From an optimization exercise on the open Yosys and OpenROAD flow, aimed at small area, a short achievable clock period and few clock cycles; shortcuts taken in it are not production practice.
In this exercise RTL edits were held to simulation tests only and were not proved equivalent to the original.

==> 05-27 <==
==> flow/design.v (excerpt) <==
module Milestone_1 (
   input  logic            Clock_50,
   input  logic            Resetn,
   input  logic            Initialize,
   input  logic   [15:0]   SRAM_read_data,
   output logic   [17:0]   SRAM_address,
   output logic   [15:0]   SRAM_write_data,
   output logic            SRAM_we_n,
   output logic            sim_done
);
logic        busy;          
logic        pro;           
logic [3:0]  pcnt;          
logic [4:0]  ph;            
logic        wpend;         
logic [7:0]  pcol;          
logic [15:0] y_addr;
logic [15:0] u_addr;
logic [17:0] w_addr;
logic [15:0] yreg;          
logic [7:0]  uw [0:5];      
logic [7:0]  vw [0:5];      
logic [15:0] upend;         
logic [7:0]  vhold;         
logic [10:0] f1;            
logic [9:0]  f2;            
logic [7:0]  f3;
wire c0 = ph[0];
wire c1 = ph[1];
wire c2 = ph[2];
wire c3 = ph[3];
wire c4 = ph[4];
wire podd = pcol[0];
wire tail = (pcol >= 8'd156);       
wire last_col = (pcol == 8'd159);
wire v_read = ~podd & (pcol <= 8'd154);
wire [7:0] xy = c2 ? yreg[15:8] : yreg[7:0];
  ...
Settings: LEC_CHECK=0, CAP_MARGIN=20, CORE_MARGIN=2, CORE_UTILIZATION=40, SLEW_MARGIN=20; clock period 14.0 ns.
run.sh (not shown) runs the stock make flow with config.mk's settings and CLKGATE_MAP_FILE= SYNTH_SCRIPT=/design/flow/synth_recipe.tcl, a recipe that flattens the netlist after the stock synthesis.
==> 10-07: changes against 05-27 <==
==> flow/flow/run.sh (new file) <==
#!/bin/bash
# Standard ORFS layout (the standard.sh, standard synthesis script) with a
# larger setup margin for OpenROAD's timing repair, so that repair works the
# design's own paths below the 14 ns constraint. The SDC is unchanged.
set -euo pipefail
MARGIN=$(cat flow/setup_margin.txt)
bash standard.sh SETUP_SLACK_MARGIN=$MARGIN finish > flow_make.log 2>&1
==> flow/flow/setup_margin.txt (new file) <==
9
==> flow/standard.sh (new file) <==
#!/bin/bash
# synth_recipe.tcl (not shown) runs the flow's synth.tcl, then flattens the netlist and writes it again
# the make line also repeats each setting of config.mk as NAME=value (left out here)
make -C /OpenROAD-flow-scripts/flow DESIGN_CONFIG=/design/flow/config.mk WORK_HOME=/design/flow/orfs CLKGATE_MAP_FILE= SYNTH_SCRIPT=/design/flow/synth_recipe.tcl "${@:-finish}"
removed: flow/run.sh
==> 04-26: changes against 05-27 <==
==> flow/flow/run.sh (new file) <==
#!/bin/bash
# Standard ORFS layout (the standard.sh, standard synthesis script) with
# two changes to how the layout is made: synthesis leaves the adders to ABC
# (no full-adder cell extraction), and OpenROAD's timing repair aims for a
# larger setup margin, so that repair works the design's own paths below the
# 14 ns constraint. The SDC is unchanged. make's output goes to flow_make.log.
set -euo pipefail
MARGIN=$(cat flow/setup_margin.txt)
bash standard.sh ADDER_MAP_FILE= SETUP_SLACK_MARGIN=$MARGIN finish > flow_make.log 2>&1
==> flow/flow/setup_margin.txt (new file) <==
9
==> flow/standard.sh (new file) <==
#!/bin/bash
# synth_recipe.tcl (not shown) runs the flow's synth.tcl, then flattens the netlist and writes it again
# the make line also repeats each setting of config.mk as NAME=value (left out here)
make -C /OpenROAD-flow-scripts/flow DESIGN_CONFIG=/design/flow/config.mk WORK_HOME=/design/flow/orfs CLKGATE_MAP_FILE= SYNTH_SCRIPT=/design/flow/synth_recipe.tcl "${@:-finish}"
removed: flow/run.sh
==> notes <==
In 04-26 the via count is higher than in 05-27, by about 30%. Against 05-27, the core utilization of 10-07 is higher by 1.1 points. Against 10-07, the critical path depth of 04-26 is lower by 2. Clock skew, highest first: 10-07, 05-27, 04-26.
Testbench counts of 05-27, summed over its fixed seeds: cycles 774,748.
Testbench counts of 10-07, summed over its fixed seeds: cycles 774,748.
Testbench counts of 04-26, summed over its fixed seeds: cycles 774,748.

========
==> build 44: inputs <==
Another version of the RTL of Milestone_1 (not shown whole).
clock: 14.0 ns
lec_check: 0
cap_margin: 20
core_margin: 2
core_utilization: 40
slew_margin: 20
standard.sh (not shown) runs the stock make flow with config.mk's settings and CLKGATE_MAP_FILE= SYNTH_SCRIPT=/design/flow/synth_recipe.tcl, a recipe that flattens the netlist after the stock synthesis.
==> flow/flow/run.sh <==
#!/bin/bash
# Standard ORFS layout (the standard.sh, standard synthesis script) with a
# larger setup margin for OpenROAD's timing repair, so that repair works the
# design's own paths below the 14 ns constraint. The SDC is unchanged.
set -euo pipefail
MARGIN=$(cat flow/setup_margin.txt)
bash standard.sh SETUP_SLACK_MARGIN=$MARGIN finish > flow_make.log 2>&1
==> flow/flow/setup_margin.txt <==
9.5
==> trial 34: changes against build 44 <==
--- a/flow/design.v
+++ b/flow/design.v
@@ -34,27 +34,25 @@
 wire podd = pcol[0];
 wire tail = (pcol >= 8'd156);       
 wire last_col = (pcol == 8'd159);
 wire [7:0] xy = c2 ? yreg[15:8] : yreg[7:0];
 wire [7:0] xx = c2 ? vw[2] : f2[7:0];
-wire [18:0] xa0_d, xa1_d;    
-wire xac_d;                  
+wire [10:0] xa0_d, xa1_d;
+wire xac_d;
 m1_unit_x ux (.sr(c2 | c3), .sb(c4), .sfv(c0), .sfu(c1), .y(xy), .x(xx),
               .v0(vw[0]), .v1(vw[1]), .v2(vw[2]), .v3(vw[3]), .v4(vw[4]), .v5(vw[5]),
               .u0(uw[0]), .u1(uw[1]), .u2(uw[2]), .u3(uw[3]), .u4(uw[4]), .u5(uw[5]),
               .o0(xa0_d), .o1(xa1_d), .oc(xac_d));
 wire [7:0] gy = c4 ? yreg[7:0] : yreg[15:8];
 wire [9:0] gu = c4 ? {f2[9:8] & {2{pcol != 8'd0}}, f2[7:0]} : {2'b00, uw[2]};
 wire [7:0] gv = c4 ? f3 : c3 ? 8'd128 : vw[2];
 wire [10:0] ga0_d, ga1_d;
 wire gac_d;
 m1_unit_gb ug (.s(c3), .y(gy), .u(gu), .v(gv), .o0(ga0_d), .o1(ga1_d), .oc(gac_d));
-logic [18:0] xa0, xa1;
-logic [10:0] ga0, ga1;
+logic [10:0] xa0, xa1, ga0, ga1;
 logic        xac, gac;
-wire [18:0] xs = xa0 + xa1 + {18'd0, xac};
-wire [10:0] xo = xs[18:8];
+wire [10:0] xo = xa0 + xa1 + {10'd0, xac};
 wire [10:0] go = ga0 + ga1 + {10'd0, gac};
 function automatic [7:0] sat(input [10:0] o);
    sat = ~o[10] ? 8'd0 : (|o[9:8]) ? 8'hff : o[7:0];
 endfunction
 wire [7:0] xsat = sat(xo);
@@ -193,11 +191,11 @@
          end
       end
    end
 end
 endmodule
-module m1_unit_x(input sr, input sb, input sfv, input sfu, input [7:0] y, input [7:0] x, input [7:0] v0, v1, v2, v3, v4, v5, input [7:0] u0, u1, u2, u3, u4, u5, output [18:0] o0, output [18:0] o1, output oc);
+module m1_unit_x(input sr, input sb, input sfv, input sfu, input [7:0] y, input [7:0] x, input [7:0] v0, v1, v2, v3, v4, v5, input [7:0] u0, u1, u2, u3, u4, u5, output [10:0] o0, output [10:0] o1, output oc);
   wire t0 = (((sb | sr) & y[4]) | ((sfv) & v0[5]) | ((sfu) & u0[5])) ^ (((sb | sr) & y[2]) | ((sfv) & v0[3]) | ((sfu) & u0[3]));
   wire t1 = (((sb | sr) & y[4]) | ((sfv) & v0[5]) | ((sfu) & u0[5])) & (((sb | sr) & y[2]) | ((sfv) & v0[3]) | ((sfu) & u0[3]));
   wire t2 = (((sb | sr) & y[5]) | ((sfv) & v0[6]) | ((sfu) & u0[6])) ^ (((sb | sr) & y[3]) | ((sfv) & v0[4]) | ((sfu) & u0[4])) ^ (((sb | sr) & y[1]) | ((sfv) & v0[2]) | ((sfu) & u0[2]));
   wire t3 = ((((sb | sr) & y[5]) | ((sfv) & v0[6]) | ((sfu) & u0[6])) & (((sb | sr) & y[3]) | ((sfv) & v0[4]) | ((sfu) & u0[4]))) | ((((sb | sr) & y[5]) | ((sfv) & v0[6]) | ((sfu) & u0[6])) & (((sb | sr) & y[1]) | ((sfv) & v0[2]) | ((sfu) & u0[2]))) | ((((sb | sr) & y[3]) | ((sfv) & v0[4]) | ((sfu) & u0[4])) & (((sb | sr) & y[1]) | ((sfv) & v0[2]) | ((sfu) & u0[2])));
   wire t4 = (((sb | sr) & x[7]) | ((sfv) & ~v1[4]) | ((sfu) & ~u1[4])) ^ (((sb) & x[4]) | ((sr) & ~x[3]) | ((sfv) & v1[2]) | ((sfu) & u1[2])) ^ (((sr) & x[1]) | ((sfv) & ~v1[0]) | ((sfu) & ~u1[0]));
@@ -504,14 +502,14 @@
   wire t305 = ((t259) & (t260)) | ((t259) & ((sb | sr))) | ((t260) & ((sb | sr)));
   wire t306 = (t261) ^ (t217) ^ (((sb | sr) & x[7]) | (sfu | sfv));
   wire t307 = ((t261) & (t217)) | ((t261) & (((sb | sr) & x[7]) | (sfu | sfv))) | ((t217) & (((sb | sr) & x[7]) | (sfu | sfv)));
   wire [26:0] r0 = {((sfu | sfv)), (t307), (t305), (t303), (t301), (t299), (t297), (t295), (t293), (t291), (t289), (t287), (t285), (t283), (t281), (t279), (t277), (t275), (t273), (t271), (t269), (t267), (t265), (t263), (t262), (((sb | sr) & ~x[1])), (((sb | sr) & ~x[0]))};
   wire [26:0] r1 = {1'b0, (1'b1), (t306), (t304), (t302), (t300), (t298), (t296), (t294), (t292), (t290), (t288), (t286), (t284), (t282), (t280), (t278), (t276), (t274), (t272), (t270), (t268), (t266), (t264), ((sr)), 1'b0, ((sb | sr))};
-  wire [8:0] lo = r0[7:0] + r1[7:0];
-  assign o0 = r0[26:8];
-  assign o1 = r1[26:8];
-  assign oc = lo[8];
+  wire [16:0] lo = r0[15:0] + r1[15:0];
+  assign o0 = r0[26:16];
+  assign o1 = r1[26:16];
+  assign oc = lo[16];
 endmodule
 module m1_unit_gb(input s, input [7:0] y, input [9:0] u, input [7:0] v, output [10:0] o0, output [10:0] o1, output oc);
   wire t0 = v[4] ^ v[0];
   wire t1 = v[4] | v[0];
   wire t2 = v[5] ^ v[1];
==> flow/flow/run.sh (replaced) <==
#!/bin/bash
# Standard ORFS layout through the standard.sh, with two changes to how
# the layout is made:
#  - synthesis is the standard script with Yosys's quick ABC pass in
#    `synth` skipped (-noabc), so the full adders extract_fa finds keep the
#    polarity they are written with; registers are unchanged;
#  - OpenROAD's timing repair aims for a larger setup margin, so that repair
#    works the design's paths below the 14 ns constraint.
# The SDC is unchanged. make's output goes to flow_make.log.
set -euo pipefail
MARGIN=$(cat flow/setup_margin.txt)
sed 's/yosys synth -nofsm -noshare /yosys synth -nofsm -noshare -noabc /' synth_recipe.tcl > flow_synth.tcl
grep -q -- '-noabc' flow_synth.tcl
bash standard.sh SYNTH_SCRIPT="$PWD/flow_synth.tcl" SETUP_SLACK_MARGIN=$MARGIN finish > flow_make.log 2>&1
==> flow/flow/setup_margin.txt (replaced) <==
9
Settings changed: CORE_UTILIZATION 40 to 55.
==> build 55: changes against build 44 <==
--- a/flow/design.v
+++ b/flow/design.v
@@ -34,27 +34,25 @@
 wire podd = pcol[0];
 wire tail = (pcol >= 8'd156);       
 wire last_col = (pcol == 8'd159);
 wire [7:0] xy = c2 ? yreg[15:8] : yreg[7:0];
 wire [7:0] xx = c2 ? vw[2] : f2[7:0];
-wire [18:0] xa0_d, xa1_d;    
-wire xac_d;                  
+wire [10:0] xa0_d, xa1_d;
+wire xac_d;
 m1_unit_x ux (.sr(c2 | c3), .sb(c4), .sfv(c0), .sfu(c1), .y(xy), .x(xx),
               .v0(vw[0]), .v1(vw[1]), .v2(vw[2]), .v3(vw[3]), .v4(vw[4]), .v5(vw[5]),
               .u0(uw[0]), .u1(uw[1]), .u2(uw[2]), .u3(uw[3]), .u4(uw[4]), .u5(uw[5]),
               .o0(xa0_d), .o1(xa1_d), .oc(xac_d));
 wire [7:0] gy = c4 ? yreg[7:0] : yreg[15:8];
 wire [9:0] gu = c4 ? {f2[9:8] & {2{pcol != 8'd0}}, f2[7:0]} : {2'b00, uw[2]};
 wire [7:0] gv = c4 ? f3 : c3 ? 8'd128 : vw[2];
 wire [10:0] ga0_d, ga1_d;
 wire gac_d;
 m1_unit_gb ug (.s(c3), .y(gy), .u(gu), .v(gv), .o0(ga0_d), .o1(ga1_d), .oc(gac_d));
-logic [18:0] xa0, xa1;
-logic [10:0] ga0, ga1;
+logic [10:0] xa0, xa1, ga0, ga1;
 logic        xac, gac;
-wire [18:0] xs = xa0 + xa1 + {18'd0, xac};
-wire [10:0] xo = xs[18:8];
+wire [10:0] xo = xa0 + xa1 + {10'd0, xac};
 wire [10:0] go = ga0 + ga1 + {10'd0, gac};
 function automatic [7:0] sat(input [10:0] o);
    sat = ~o[10] ? 8'd0 : (|o[9:8]) ? 8'hff : o[7:0];
 endfunction
 wire [7:0] xsat = sat(xo);
@@ -193,11 +191,11 @@
          end
       end
    end
 end
 endmodule
-module m1_unit_x(input sr, input sb, input sfv, input sfu, input [7:0] y, input [7:0] x, input [7:0] v0, v1, v2, v3, v4, v5, input [7:0] u0, u1, u2, u3, u4, u5, output [18:0] o0, output [18:0] o1, output oc);
+module m1_unit_x(input sr, input sb, input sfv, input sfu, input [7:0] y, input [7:0] x, input [7:0] v0, v1, v2, v3, v4, v5, input [7:0] u0, u1, u2, u3, u4, u5, output [10:0] o0, output [10:0] o1, output oc);
   wire t0 = (((sb | sr) & y[4]) | ((sfv) & v0[5]) | ((sfu) & u0[5])) ^ (((sb | sr) & y[2]) | ((sfv) & v0[3]) | ((sfu) & u0[3]));
   wire t1 = (((sb | sr) & y[4]) | ((sfv) & v0[5]) | ((sfu) & u0[5])) & (((sb | sr) & y[2]) | ((sfv) & v0[3]) | ((sfu) & u0[3]));
   wire t2 = (((sb | sr) & y[5]) | ((sfv) & v0[6]) | ((sfu) & u0[6])) ^ (((sb | sr) & y[3]) | ((sfv) & v0[4]) | ((sfu) & u0[4])) ^ (((sb | sr) & y[1]) | ((sfv) & v0[2]) | ((sfu) & u0[2]));
   wire t3 = ((((sb | sr) & y[5]) | ((sfv) & v0[6]) | ((sfu) & u0[6])) & (((sb | sr) & y[3]) | ((sfv) & v0[4]) | ((sfu) & u0[4]))) | ((((sb | sr) & y[5]) | ((sfv) & v0[6]) | ((sfu) & u0[6])) & (((sb | sr) & y[1]) | ((sfv) & v0[2]) | ((sfu) & u0[2]))) | ((((sb | sr) & y[3]) | ((sfv) & v0[4]) | ((sfu) & u0[4])) & (((sb | sr) & y[1]) | ((sfv) & v0[2]) | ((sfu) & u0[2])));
   wire t4 = (((sb | sr) & x[7]) | ((sfv) & ~v1[4]) | ((sfu) & ~u1[4])) ^ (((sb) & x[4]) | ((sr) & ~x[3]) | ((sfv) & v1[2]) | ((sfu) & u1[2])) ^ (((sr) & x[1]) | ((sfv) & ~v1[0]) | ((sfu) & ~u1[0]));
@@ -504,14 +502,14 @@
   wire t305 = ((t259) & (t260)) | ((t259) & ((sb | sr))) | ((t260) & ((sb | sr)));
   wire t306 = (t261) ^ (t217) ^ (((sb | sr) & x[7]) | (sfu | sfv));
   wire t307 = ((t261) & (t217)) | ((t261) & (((sb | sr) & x[7]) | (sfu | sfv))) | ((t217) & (((sb | sr) & x[7]) | (sfu | sfv)));
   wire [26:0] r0 = {((sfu | sfv)), (t307), (t305), (t303), (t301), (t299), (t297), (t295), (t293), (t291), (t289), (t287), (t285), (t283), (t281), (t279), (t277), (t275), (t273), (t271), (t269), (t267), (t265), (t263), (t262), (((sb | sr) & ~x[1])), (((sb | sr) & ~x[0]))};
   wire [26:0] r1 = {1'b0, (1'b1), (t306), (t304), (t302), (t300), (t298), (t296), (t294), (t292), (t290), (t288), (t286), (t284), (t282), (t280), (t278), (t276), (t274), (t272), (t270), (t268), (t266), (t264), ((sr)), 1'b0, ((sb | sr))};
-  wire [8:0] lo = r0[7:0] + r1[7:0];
-  assign o0 = r0[26:8];
-  assign o1 = r1[26:8];
-  assign oc = lo[8];
+  wire [16:0] lo = r0[15:0] + r1[15:0];
+  assign o0 = r0[26:16];
+  assign o1 = r1[26:16];
+  assign oc = lo[16];
 endmodule
 module m1_unit_gb(input s, input [7:0] y, input [9:0] u, input [7:0] v, output [10:0] o0, output [10:0] o1, output oc);
   wire t0 = v[4] ^ v[0];
   wire t1 = v[4] | v[0];
   wire t2 = v[5] ^ v[1];
==> flow/flow/run.sh (replaced) <==
#!/bin/bash
# Standard ORFS layout through the standard.sh, with two changes to how
# the layout is made:
#  - synthesis is the standard script with Yosys's quick ABC pass in
#    `synth` skipped (-noabc), so the full adders extract_fa finds keep the
#    polarity they are written with; registers are unchanged;
#  - OpenROAD's timing repair aims for a larger setup margin, so that repair
#    works the design's paths below the 14 ns constraint.
# The SDC is unchanged. make's output goes to flow_make.log.
set -euo pipefail
MARGIN=$(cat flow/setup_margin.txt)
sed 's/yosys synth -nofsm -noshare /yosys synth -nofsm -noshare -noabc /' synth_recipe.tcl > flow_synth.tcl
grep -q -- '-noabc' flow_synth.tcl
bash standard.sh SYNTH_SCRIPT="$PWD/flow_synth.tcl" SETUP_SLACK_MARGIN=$MARGIN finish > flow_make.log 2>&1
==> comparison table <==
metric                                                                    build 44        build 55        trial 34
Final non-filler cell total                                                  2,799           2,601           2,412
Cell variety after synth                                                        75              77              77
Clock latency of the later-clocked register in the worst-skew pair         0.58 ns         0.57 ns         0.55 ns
Maximum fanout count along the critical path                                     7               7               3
Total Nets Final                                                             2,465           2,287           2,270
Routed length per placed instance                                    21.96 microns   23.00 microns   24.25 microns
Number of flip-flops and latches in the synthesized netlist                    311             295             295
#MultiIn Comb                                                                1,246           1,258           1,258
Post-Syn Area                                                        0.02138 sq mm   0.02070 sq mm   0.02070 sq mm
Number of global-route vias before repair                                   15.48k          14.60k          14.70k
Total nets after synthesis                                                   2,343           2,176           2,176
Die width                                                            235.2 microns   231.5 microns   198.0 microns
Post-Route Utilization                                                      48.03%          47.43%          63.40%
Run status                                                          finished clean  finished clean  finished clean
Testbench counts of build 44, summed over its fixed seeds: cycles 774,748.
Testbench counts of trial 34, summed over its fixed seeds: cycles 774,748.
Testbench counts of build 55, summed over its fixed seeds: cycles 774,748.

## re-timing with driven ports
How much do the figures lean on ideal ports? The routed layouts below were timed once more, with nothing changed but the port constraints. Step 1 (the two cells are an assumption about what drives the block):
set clk [get_ports {Clock_50}]
set_driving_cell -lib_cell sky130_fd_sc_hd__clkbuf_16 $clk
set_driving_cell -lib_cell sky130_fd_sc_hd__buf_2 [delete_from_list [all_inputs] $clk]
Step 2 times the ports against the registers' clock, not the clock port: input delays grow and output delays shrink by t, the midpoint of the rising clock arrivals with the driver on. a / b / c = ideal ports / drivers / drivers and shift; a / b = the first two.
| run | t, ns | setup WS [ns] | hold slack, ns | worst setup path after step 2 | worst slew at a driven data input, ns |
|---|---|---|---|---|---|
| 05-27 | 0.629 | 7.926 / 7.926 / 7.926 | 0.327 / 0.327 / 0.327 | register to register | 0.06 |
| 10-07 | 0.605 | 9.069 / 9.069 / 9.069 | 0.325 / 0.325 / 0.325 | register to register | 0.05 |
| 04-26 | 0.623 | 9.104 / 9.104 / 9.104 | 0.326 / 0.326 / 0.326 | register to register | 0.03 |
| build 44 | 0.626 | 9.384 / 9.384 / 9.274 | 0.325 / 0.325 / 0.325 | input to register | 0.03 |
| trial 34 | 0.599 | 8.594 / 8.594 / 8.594 | 0.329 / 0.329 / 0.329 | register to register | 0.03 |
| build 55 | 0.606 | 8.610 / 8.610 / 8.610 | 0.323 / 0.323 / 0.323 | register to register | 0.04 |
After both steps every run listed still meets setup and hold. The setup slack of build 44, which loses most, moves by 0.000 ns with the drivers and by -0.110 ns with both steps.
